This is an optimization exercise on Yosys and OpenROAD, whose aim is small area, a short achievable clock period and few clock cycles, not a production implementation. In this exercise RTL edits were held to simulation tests only and were not proved equivalent to the original. Power and IR drop assume default switching activity.

File: constraint.sdc
create_clock -name core_clock -period 22.0 [get_ports {CLK}]
set_input_delay 4.4000 -clock core_clock [delete_from_list [all_inputs] [get_ports {CLK}]]
set_output_delay 4.4000 -clock core_clock [all_outputs]
set_load 0.01 [all_outputs]
File: config.mk
export PLATFORM = sky130hd
export DESIGN_NAME = LASER
export DESIGN_NICKNAME = LASER
export VERILOG_FILES = /design/flow/design.v
export SDC_FILE = /design/flow/constraint.sdc
export NUM_CORES = 4
export LEC_CHECK = 0
export CAP_MARGIN = 20
export CORE_MARGIN = 2
export CORE_UTILIZATION = 45
export GPL_ROUTABILITY_DRIVEN = 0
export GPL_TIMING_DRIVEN = 0
export SLEW_MARGIN = 20
File: design.v
module LASER (
    input CLK,
    input RST,
    input [3:0] X,
    input [3:0] Y,
    output reg [3:0] C1X,
    output reg [3:0] C1Y,
    output reg [3:0] C2X,
    output reg [3:0] C2Y,
    output reg DONE
);
    parameter READ = 'b0000_0001;
    parameter C0_LOOP = 'b0000_0010;
    parameter C1_LOOP = 'b0000_0100;
    parameter C0C1_LOOP = 'b0000_1000;
    parameter C1C0_LOOP = 'b0001_0000;
    parameter CHECK = 'b0010_0000;
    reg [5:0] read_cnt;
    reg [7:0] CurrState;
    reg [7:0] NextState;
    reg [7:0] PrevState;
    reg [3:0] x_pos[0:39];
    reg [3:0] y_pos[0:39];
    reg [3:0] C0_x;
    reg [3:0] C0_y;
    reg [3:0] C1_x;
    reg [3:0] C1_y;
    wire C0_LOOP_DONE;
    wire C1_LOOP_DONE;
    integer i;
    wire [5:0] C0_points;
    wire [5:0] C1_points;
    wire [5:0] Re_points;
    reg [5:0] Coverage;
    wire [39:0] IN0;
    wire [39:0] IN1;
    wire [39:0] IN_R;
    reg [5:0] max_Coverage;
    reg [3:0] C0_max_x_pos;
    reg [3:0] C0_max_y_pos;
    reg [3:0] C1_max_x_pos;
    reg [3:0] C1_max_y_pos;
    wire [7:0] C0_x_diff[0:39];
    wire [7:0] C0_y_diff[0:39];
    wire [8:0] C0_dis[0:39];
    wire [7:0] C1_x_diff[0:39];
    wire [7:0] C1_y_diff[0:39];
    wire [8:0] C1_dis[0:39];
    reg [3:0] C0_last_x;
    reg [3:0] C0_last_y;
    reg [3:0] C1_last_x;
    reg [3:0] C1_last_y;
    reg [3:0] last_x, last_y;
    always @(posedge CLK) begin
        if (RST) CurrState <= RST;
        else CurrState <= NextState;
    end
    always @(posedge CLK) PrevState <= CurrState;
    wire C0C1_DONE;
    wire C1C0_DONE;
    assign C0C1_DONE = (C0_last_x == C0_max_x_pos) && (C0_max_y_pos == C0_last_y) &&(C0_x==15)&&(C0_y==15);
    assign C1C0_DONE = (C1_last_x == C1_max_x_pos) && (C1_max_y_pos == C1_last_y) &&(C1_x==15)&&(C1_y==15);
    always @(*) begin
        case (CurrState)
            READ: begin
                if (read_cnt == 40) NextState <= C0_LOOP;
                else NextState <= READ;
            end
            C0_LOOP: begin
                if (C0_LOOP_DONE) NextState <= C1_LOOP;
                else NextState <= C0_LOOP;
            end
            C1_LOOP: begin
                if (C1_LOOP_DONE) NextState <= C0C1_LOOP;
                else NextState <= C1_LOOP;
            end
            C0C1_LOOP: begin
                if (C0C1_DONE) begin
                    NextState <= CHECK;
                end else begin
                    if (C0_LOOP_DONE) NextState <= C1C0_LOOP;
                    else NextState <= C0C1_LOOP;
                end
            end
            C1C0_LOOP: begin
                if (C1C0_DONE) begin
                    NextState <= CHECK;
                end else begin
                    if (C1_LOOP_DONE) NextState <= C0C1_LOOP;
                    else NextState <= C1C0_LOOP;
                end
            end
            CHECK: begin
                NextState <= READ;
            end
            default: NextState <= READ;
        endcase
    end
    always @(posedge CLK) begin
        if (RST | DONE) begin
            read_cnt <= 0;
        end else begin
            if (CurrState == CHECK) read_cnt <= 0;
            else begin
                if (read_cnt < 40) read_cnt <= read_cnt + 1;
            end
        end
    end
    assign C0_LOOP_DONE = (C0_x == 15) && (C0_y == 15);
    assign C1_LOOP_DONE = (C1_x == 15) && (C1_y == 15);
    always @(posedge CLK) begin
        case (CurrState)
            READ: begin
                DONE <= 0;
                C0_x <= 0;
                C0_y <= 0;
                C1_x <= 0;
                C1_y <= 0;
                C1X  <= 0;
                C1Y  <= 0;
                C2X  <= 0;
                C2Y  <= 0;
            end
            C0_LOOP: begin
                if (C0_x == 15) begin
                    C0_x <= 0;
                end else begin
                    C0_x <= C0_x + 1;
                end
                if ((C0_y == 15) && (C0_x == 15)) begin
                    C0_y <= 0;
                end else begin
                    if (C0_x == 15) C0_y <= C0_y + 1;
                end
            end
            C1_LOOP: begin
                C0_x <= C0_max_x_pos;
                C0_y <= C0_max_y_pos;
                if (C1_x == 15) begin
                    C1_x <= 0;
                end else begin
                    C1_x <= C1_x + 1;
                end
                if ((C1_y == 15) && (C1_x == 15)) begin
                    C1_y <= 0;
                end else begin
                    if (C1_x == 15) C1_y <= C1_y + 1;
                end
            end
            C0C1_LOOP: begin
                C1_x <= C1_max_x_pos;
                C1_y <= C1_max_y_pos;
                if (PrevState != C0C1_LOOP) begin
                    C0_x <= 0;
                    C0_y <= 0;
                end else begin
                    if (C0_x == 15) begin
                        C0_x <= 0;
                    end else begin
                        C0_x <= C0_x + 1;
                    end
                    if ((C0_y == 15) && (C0_x == 15)) begin
                        C0_y <= 0;
                    end else begin
                        if (C0_x == 15) C0_y <= C0_y + 1;
                    end
                end
            end
            C1C0_LOOP: begin
                C0_x <= C0_max_x_pos;
                C0_y <= C0_max_y_pos;
                if (PrevState != C1C0_LOOP) begin
                    C1_x <= 0;
                    C1_y <= 0;
                end else begin
                    if (C1_x == 15) begin
                        C1_x <= 0;
                    end else begin
                        C1_x <= C1_x + 1;
                    end
                    if ((C1_y == 15) && (C1_x == 15)) begin
                        C1_y <= 0;
                    end else begin
                        if (C1_x == 15) C1_y <= C1_y + 1;
                    end
                end
            end
            CHECK: begin
                DONE <= 1;
                C1X  <= C0_max_x_pos;
                C1Y  <= C0_max_y_pos;
                C2X  <= C1_max_x_pos;
                C2Y  <= C1_max_y_pos;
            end
            default: begin
                DONE <= 0;
                C0_x <= 0;
                C0_y <= 0;
                C1_x <= 0;
                C1_y <= 0;
                C1X  <= 0;
                C1Y  <= 0;
                C2X  <= 0;
                C2Y  <= 0;
            end
        endcase
    end
    integer k;
    always @(posedge CLK) begin
        if ((CurrState == READ) && (read_cnt < 40)) begin
            for (k = 0; k < 39; k = k + 1) begin
                x_pos[k] <= x_pos[k+1];
                y_pos[k] <= y_pos[k+1];
            end
            x_pos[39] <= X;
            y_pos[39] <= Y;
        end
    end
    genvar idx;
    generate
        for (idx = 0; idx < 40; idx = idx + 1) begin : distance
            assign C0_x_diff[idx]= (x_pos[idx]>C0_x) ? (x_pos[idx]-C0_x)*(x_pos[idx]-C0_x) :(C0_x-x_pos[idx])*(C0_x-x_pos[idx]);
            assign C0_y_diff[idx]= (y_pos[idx]>C0_y) ? (y_pos[idx]-C0_y)*(y_pos[idx]-C0_y) :(C0_y-y_pos[idx])*(C0_y-y_pos[idx]);
            assign C0_dis[idx] = C0_x_diff[idx] + C0_y_diff[idx];
            assign C1_x_diff[idx]= (x_pos[idx]>C1_x) ? (x_pos[idx]-C1_x)*(x_pos[idx]-C1_x) :(C1_x-x_pos[idx])*(C1_x-x_pos[idx]);
            assign C1_y_diff[idx]= (y_pos[idx]>C1_y) ? (y_pos[idx]-C1_y)*(y_pos[idx]-C1_y) :(C1_y-y_pos[idx])*(C1_y-y_pos[idx]);
            assign C1_dis[idx] = C1_x_diff[idx] + C1_y_diff[idx];
            assign IN0[idx] = (C0_dis[idx] <= 16);
            assign IN1[idx] = (C1_dis[idx] <= 16);
            assign IN_R[idx] = IN0[idx] && IN1[idx];
        end
    endgenerate
    assign Re_points =IN_R[0]+IN_R[1]+IN_R[2]+IN_R[3]+IN_R[4]+IN_R[5]+IN_R[6]+IN_R[7]+IN_R[8]+IN_R[9]+IN_R[10]+IN_R[11]+IN_R[12]+IN_R[13]+IN_R[14]+IN_R[15]+IN_R[16]+IN_R[17]+IN_R[18]+IN_R[19]+IN_R[20]+IN_R[21]+IN_R[22]+IN_R[23]+IN_R[24]+IN_R[25]+IN_R[26]+IN_R[27]+IN_R[28]+IN_R[29]+IN_R[30]+IN_R[31]+IN_R[32]+IN_R[33]+IN_R[34]+IN_R[35]+IN_R[36]+IN_R[37]+IN_R[38]+IN_R[39];
    assign C0_points =IN0[0]+IN0[1]+IN0[2]+IN0[3]+IN0[4]+IN0[5]+IN0[6]+IN0[7]+IN0[8]+IN0[9]+IN0[10]+IN0[11]+IN0[12]+IN0[13]+IN0[14]+IN0[15]+IN0[16]+IN0[17]+IN0[18]+IN0[19]+IN0[20]+IN0[21]+IN0[22]+IN0[23]+IN0[24]+IN0[25]+IN0[26]+IN0[27]+IN0[28]+IN0[29]+IN0[30]+IN0[31]+IN0[32]+IN0[33]+IN0[34]+IN0[35]+IN0[36]+IN0[37]+IN0[38]+IN0[39];
    assign C1_points =IN1[0]+IN1[1]+IN1[2]+IN1[3]+IN1[4]+IN1[5]+IN1[6]+IN1[7]+IN1[8]+IN1[9]+IN1[10]+IN1[11]+IN1[12]+IN1[13]+IN1[14]+IN1[15]+IN1[16]+IN1[17]+IN1[18]+IN1[19]+IN1[20]+IN1[21]+IN1[22]+IN1[23]+IN1[24]+IN1[25]+IN1[26]+IN1[27]+IN1[28]+IN1[29]+IN1[30]+IN1[31]+IN1[32]+IN1[33]+IN1[34]+IN1[35]+IN1[36]+IN1[37]+IN1[38]+IN1[39];
    always @(posedge CLK) begin
        if (RST || DONE) begin
            Coverage <= 0;
            Coverage <= 0;
            max_Coverage <= 0;
            C0_max_x_pos <= 0;
            C0_max_y_pos <= 0;
            C1_max_x_pos <= 0;
            C1_max_y_pos <= 0;
            last_x <= 0;
            last_y <= 0;
            C0_last_x <= 0;
            C0_last_y <= 0;
            C1_last_x <= 0;
            C1_last_y <= 0;
        end else begin
            case (CurrState)
                C0_LOOP, C0C1_LOOP: begin
                    last_x <= C0_x;
                    last_y <= C0_y;
                end
                C1_LOOP, C1C0_LOOP: begin
                    last_x <= C1_x;
                    last_y <= C1_y;
                end
            endcase
            Coverage <= C1_points + C0_points - Re_points;
            if ((CurrState != READ) && (Coverage > max_Coverage)) begin
                max_Coverage <= Coverage;
                case (CurrState)
                    C0_LOOP, C0C1_LOOP: begin
                        C0_max_x_pos <= last_x;
                        C0_max_y_pos <= last_y;
                        C0_last_x <= last_x;
                        C0_last_y <= last_y;
                    end
                    C1_LOOP, C1C0_LOOP: begin
                        C1_max_x_pos <= last_x;
                        C1_max_y_pos <= last_y;
                        C1_last_x <= last_x;
                        C1_last_y <= last_y;
                    end
                endcase
            end
        end
    end
endmodule
File: run.sh
#!/bin/bash
# synth_recipe.tcl (not shown) runs the flow's synth.tcl, then flattens the netlist and writes it again
# the make line also repeats each setting of config.mk as NAME=value (left out here)
make -C /OpenROAD-flow-scripts/flow DESIGN_CONFIG=/design/flow/config.mk WORK_HOME=/design/flow/orfs CLKGATE_MAP_FILE= SYNTH_SCRIPT=/design/flow/synth_recipe.tcl finish
==> impl_metrics.toml <==
[clock_network]
hold_buffers = 0
cts_setup_buffers = 0
clock_sink_count = 407
root_buffer = "clkbuf_16"
numCtsBuffers = 74
clockBufferDepth = 4
cts_tree = "yes"
post_cts_resized = 0
htreeDepth = 3
clk_pin_slew_ns = 0.07
clk_latency_ns = 0.86

[synthesis]
yosysUniqueCellTypes = 72
synthArstFlopShare_pct = 0
ys_seq_area_share_pct = 4.670
synth-main-ff-cell = "edfxtp_1"
synth_compound_area_share_pct = 8.664
synth_adder_area_share_pct = 49.83
synthCells = 28260
synthesis.nets = 36010
syn_area_sq_um = 250200
synth-xor-area-share_pct = 10.84
synthMuxAreaShare_pct = 2.705
avgSynthCellArea_sq_um = 8.853
yosys_warnings = 3
yosys.area_share.simple_pct = 12.97
ys_seq_elements = 407
synth_edf_count = 353
synth_top_family_by_area = "adder cells"

[detailed_routing]
drtAntennaViolNets = 0
firstDrtPassIters = 5
drc = 0
num_vias = 180500
routedWlPerCell_um = 16.96
drt_iter0_markers = 8882
route.detailed.vias_per_inst = 5.023
drt_wl_total_mm = 609.7

[worst_setup_path]
slowest_delay_ns = 0.80
critPathMaxFanout = 30
r2r_cells = 52
worstReg2RegEnd = "Coverage[5]"
start_kind = "register"
crit_arrival_ns = 16.14
cp-startpoint = "C1_y[1]"
end_kind = "register"
crit_top_cell = "fa_1"
cp_slowest_cell = "fa_1"
worstPathRequired_ns = 22.64
cp-endpoint = "Coverage[5]"
timing.rr.start = "C1_y[1]"
criticalPathCategory = "reg -> reg"
r2r_setup_slack_ns = 6.50

[timing]
rsz0062_at_grt = "no"
setup_slack_ns = 6.500
fin_worst_skew_ns = 0.08551
maxSlewViolCount = 0
worst_pin_slew_ns = 1.043
finalHoldViolations = 0
max_slew_margin_pct = 30.41
hold_slack_ns = 0.3674
setup_viol = 0
clock.fmax_mhz = 64.52
finalCritPeriodShare_pct = 70.45
post-route-min-period_ns = 15.50

[worst_hold_path]
hp-class = "reg -> reg"

[floorplanning]
core_region_area_sq_um = 553400
die_y_um = 749.6
core.rowCount = 273
start_util_pct = 45.21
die_x_um = 749.6
die-area_sq_um = 561900
pin_count = 27

[power_and_ir_drop]
combPwrFrac_pct = 91.5
p_int_uw = 12030
powerDensity_nw_per_um2 = 98.53
p_switching_uw = 14210
seq_power_share_pct = 3.8
p_leak_uw = 0.1366
clockPowerShare_pct = 4.7
max-vdd-ir-drop_mv = 1.214
switching_share_pct = 54.15

[placement]
place_inst = 35810
pre_cts_ws_ns = 6.562
place_hpwl_mm = 518.5
port_buffers = 26

[final_layout]
drive_gt1_share_pct = 4.095
nets = 36340
area_growth_pct = 6.466
layout.cells.non_filler = 35940

[global_routing]
antenna_found_initial = 30
grt_pass1_wl_mm = 1001
grt_pass1_vias = 187700
grt.overflow.total = 0
grt_max_degree = 47
track_usage_pct = 22.12

[outcome]
status = "no timing/DRC/antenna violations"

[flow_run]
drv_cap = 0
## cell type report
cell class / count / area (sq um)
antenna: 6 / 15.01
buffer: 301 / 1276
clock buffer: 94 / 1989
clock inverter: 33 / 335.3
fill: 52990 / 287000
inverter: 6536 / 24650
multi-input combinational: 21010 / 212800
sequential: 407 / 11680
tap: 7287 / 9117
timing repair buffer: 262 / 4447
## flip-flops by register name, summed over array words and instances, names as in the netlist, 6 cells and up
name          cells
PrevState         6
x_pos           160
Coverage          6
max_Coverage      6
y_pos           160
CurrState         6
read_cnt          6
## synthesized netlist by cell type, types with 54 or more instances
| master | instances | area [sq um] |
|---|---|---|
| and4b_1 | 80 | 800.8 |
| nand4_1 | 115 | 719.4 |
| mux2_2 | 225 | 2534 |
| inv_1 | 6487 | 24350 |
| edfxtp_1 | 353 | 10600 |
| nor2_1 | 1335 | 5011 |
| ha_1 | 4032 | 50450 |
| buf_2 | 61 | 305.3 |
| or4_1 | 60 | 450.4 |
| mux2i_1 | 423 | 4234 |
| nand2b_1 | 496 | 3103 |
| a21oi_1 | 1287 | 6441 |
| a21boi_0 | 116 | 870.8 |
| a221oi_2 | 129 | 1937 |
| nor2b_1 | 636 | 3979 |
| o21ai_0 | 432 | 2162 |
| xor2_1 | 950 | 8320 |
| and2_1 | 1152 | 7207 |
| and3_1 | 124 | 775.7 |
| dfxtp_1 | 54 | 1081 |
| nand3_1 | 217 | 1086 |
| nand2_1 | 1259 | 4726 |
| clkbuf_1 | 228 | 855.8 |
| xnor2_1 | 2144 | 18780 |
| nor4_1 | 61 | 381.6 |
| fa_1 | 3707 | 74210 |
| o21ai_2 | 162 | 1419 |
| a21o_1 | 991 | 7440 |
| or2_2 | 62 | 387.9 |
| nor3_1 | 476 | 2382 |
## through the flow
step | setup TNS, ns | power (uW) | utilization [%] | cell area [sq um]
5_1_grt | 0 | 29870 | 48.13 | 266300
4_1_cts | 0 | 26650 | 48.13 | 266300
6_report | 0 | 26240 | 48.13 | 266300
3_5_place_dp | 0 | 25220 | 47.71 | 264000
3_3_place_gp | -102.50 | 24640 | 46.90 | 259500
2_1_floorplan | 0 | 19750 | - | 250200
## cells in the final DEF, fill, tap and decap left out, types with 38 or more instances in the layout
cell type,n
mux2_2,225
nand2_1,1259
o21ai_0,431
fa_1,3707
or2b_1,48
or4_1,60
clkbuf_1,244
buf_16,67
a221oi_2,129
nand4_1,115
nor2_1,1335
a21o_1,991
buf_8,132
o21ai_2,162
clkbuf_16,76
and3_1,124
and4b_1,80
nor3_1,475
a21oi_1,1287
xor2_1,950
a21boi_0,116
nand3_1,217
nand2b_1,496
inv_1,6471
inv_2,49
nor2b_1,636
edfxtp_1,353
dfxtp_1,54
nor4_1,38
mux2i_1,423
xnor2_1,2144
and2_1,1151
ha_1,4032
buf_2,64
or2_2,62
## routing by layer
| layer | track usage, % | part of all wire (%) | vias up |
|---|---|---|---|
| met4 | 5.108 | 2.8 | 0 |
| met1 | 30.59 | 46 | 88440 |
| met3 | 2.015 | 4.3 | 508 |
| met2 | 37.51 | 47 | 2495 |
| li1 | - | - | 89080 |
| met5 | 0 | 0 | - |
## logic make-up (layout without fill, tap and decap cells)
| logic type | count (synthesis) | in the layout |
|---|---|---|
| simple gates | 6243 | 6243 |
| mux | 648 | 648 |
| xor+xnor | 3095 | 3095 |
| buf+inv | 6837 | 7226 |
| flops | 407 | 407 |
| fa+ha+maj | 7739 | 7739 |
| other cells | 0 | 6 |
| compound gates | 3288 | 3288 |
## worst min path at each step
stage	to	startpoint	cells past startpoint	slack (ns)
3_5_place_dp	PrevState[3]	CurrState[3]	0	0.36
5_1_grt	PrevState[3]	CurrState[3]	0	0.38
6_report	PrevState[3]	CurrState[3]	0	0.37
4_1_cts	PrevState[3]	CurrState[3]	0	0.37
3_3_place_gp	PrevState[3]	CurrState[3]	0	0.35
2_1_floorplan	PrevState[2]	CurrState[2]	0	0.35
## power by group through the flow
| stage | registers (uW) | logic [uW] | clock network [uW] |
|---|---|---|---|
| after global placement | 1020 | 23600 | 0 |
| after CTS | 1000 | 24400 | 1270 |
| final | 1010 | 24000 | 1230 |
| after global routing | 1010 | 27600 | 1280 |
| after floorplan | 1010 | 18700 | 0 |
| after detailed placement | 1020 | 24200 | 0 |
## worst max-delay path: cells and delay by family (launching register included)
family	cells	cell delay, ns
buffers and inverters	18	2.42
adder cells (fa/ha/maj)	16	7.74
AND/OR/NAND/NOR	6	1.69
flip-flops	1	0.75
AO/OA/AOI/OAI	7	1.18
multiplexers	1	0.22
XOR/XNOR	4	0.93
Testbench counts, summed over its fixed seeds: cycles 103,928.

[static timing again, ports no longer ideal]
The results above use ideal ports. As a check the final layout listed here was re-extracted and re-timed, cells and wires unchanged. Step 1 sets driving cells, clkbuf_16 on the clock port and buf_2 on the other inputs (assumed; they add their load-dependent delay and slew). Step 2 times the ports against the registers' clock, not the clock port: input delays grow and output delays shrink by t, the midpoint of the rising clock arrivals with the driver on. a / b / c = ideal ports / drivers / drivers and shift; a / b = the first two.
t, ns: 0.910
setup WS [ns]: 6.500 / 6.500 / 6.500
worst slew at a driven data input, ns: 0.04
cell pins on the clock port's net: 1
After both steps this run still meets setup and hold. The setup slack of this run moves by 0.000 ns with the drivers and by 0.000 ns with both steps.
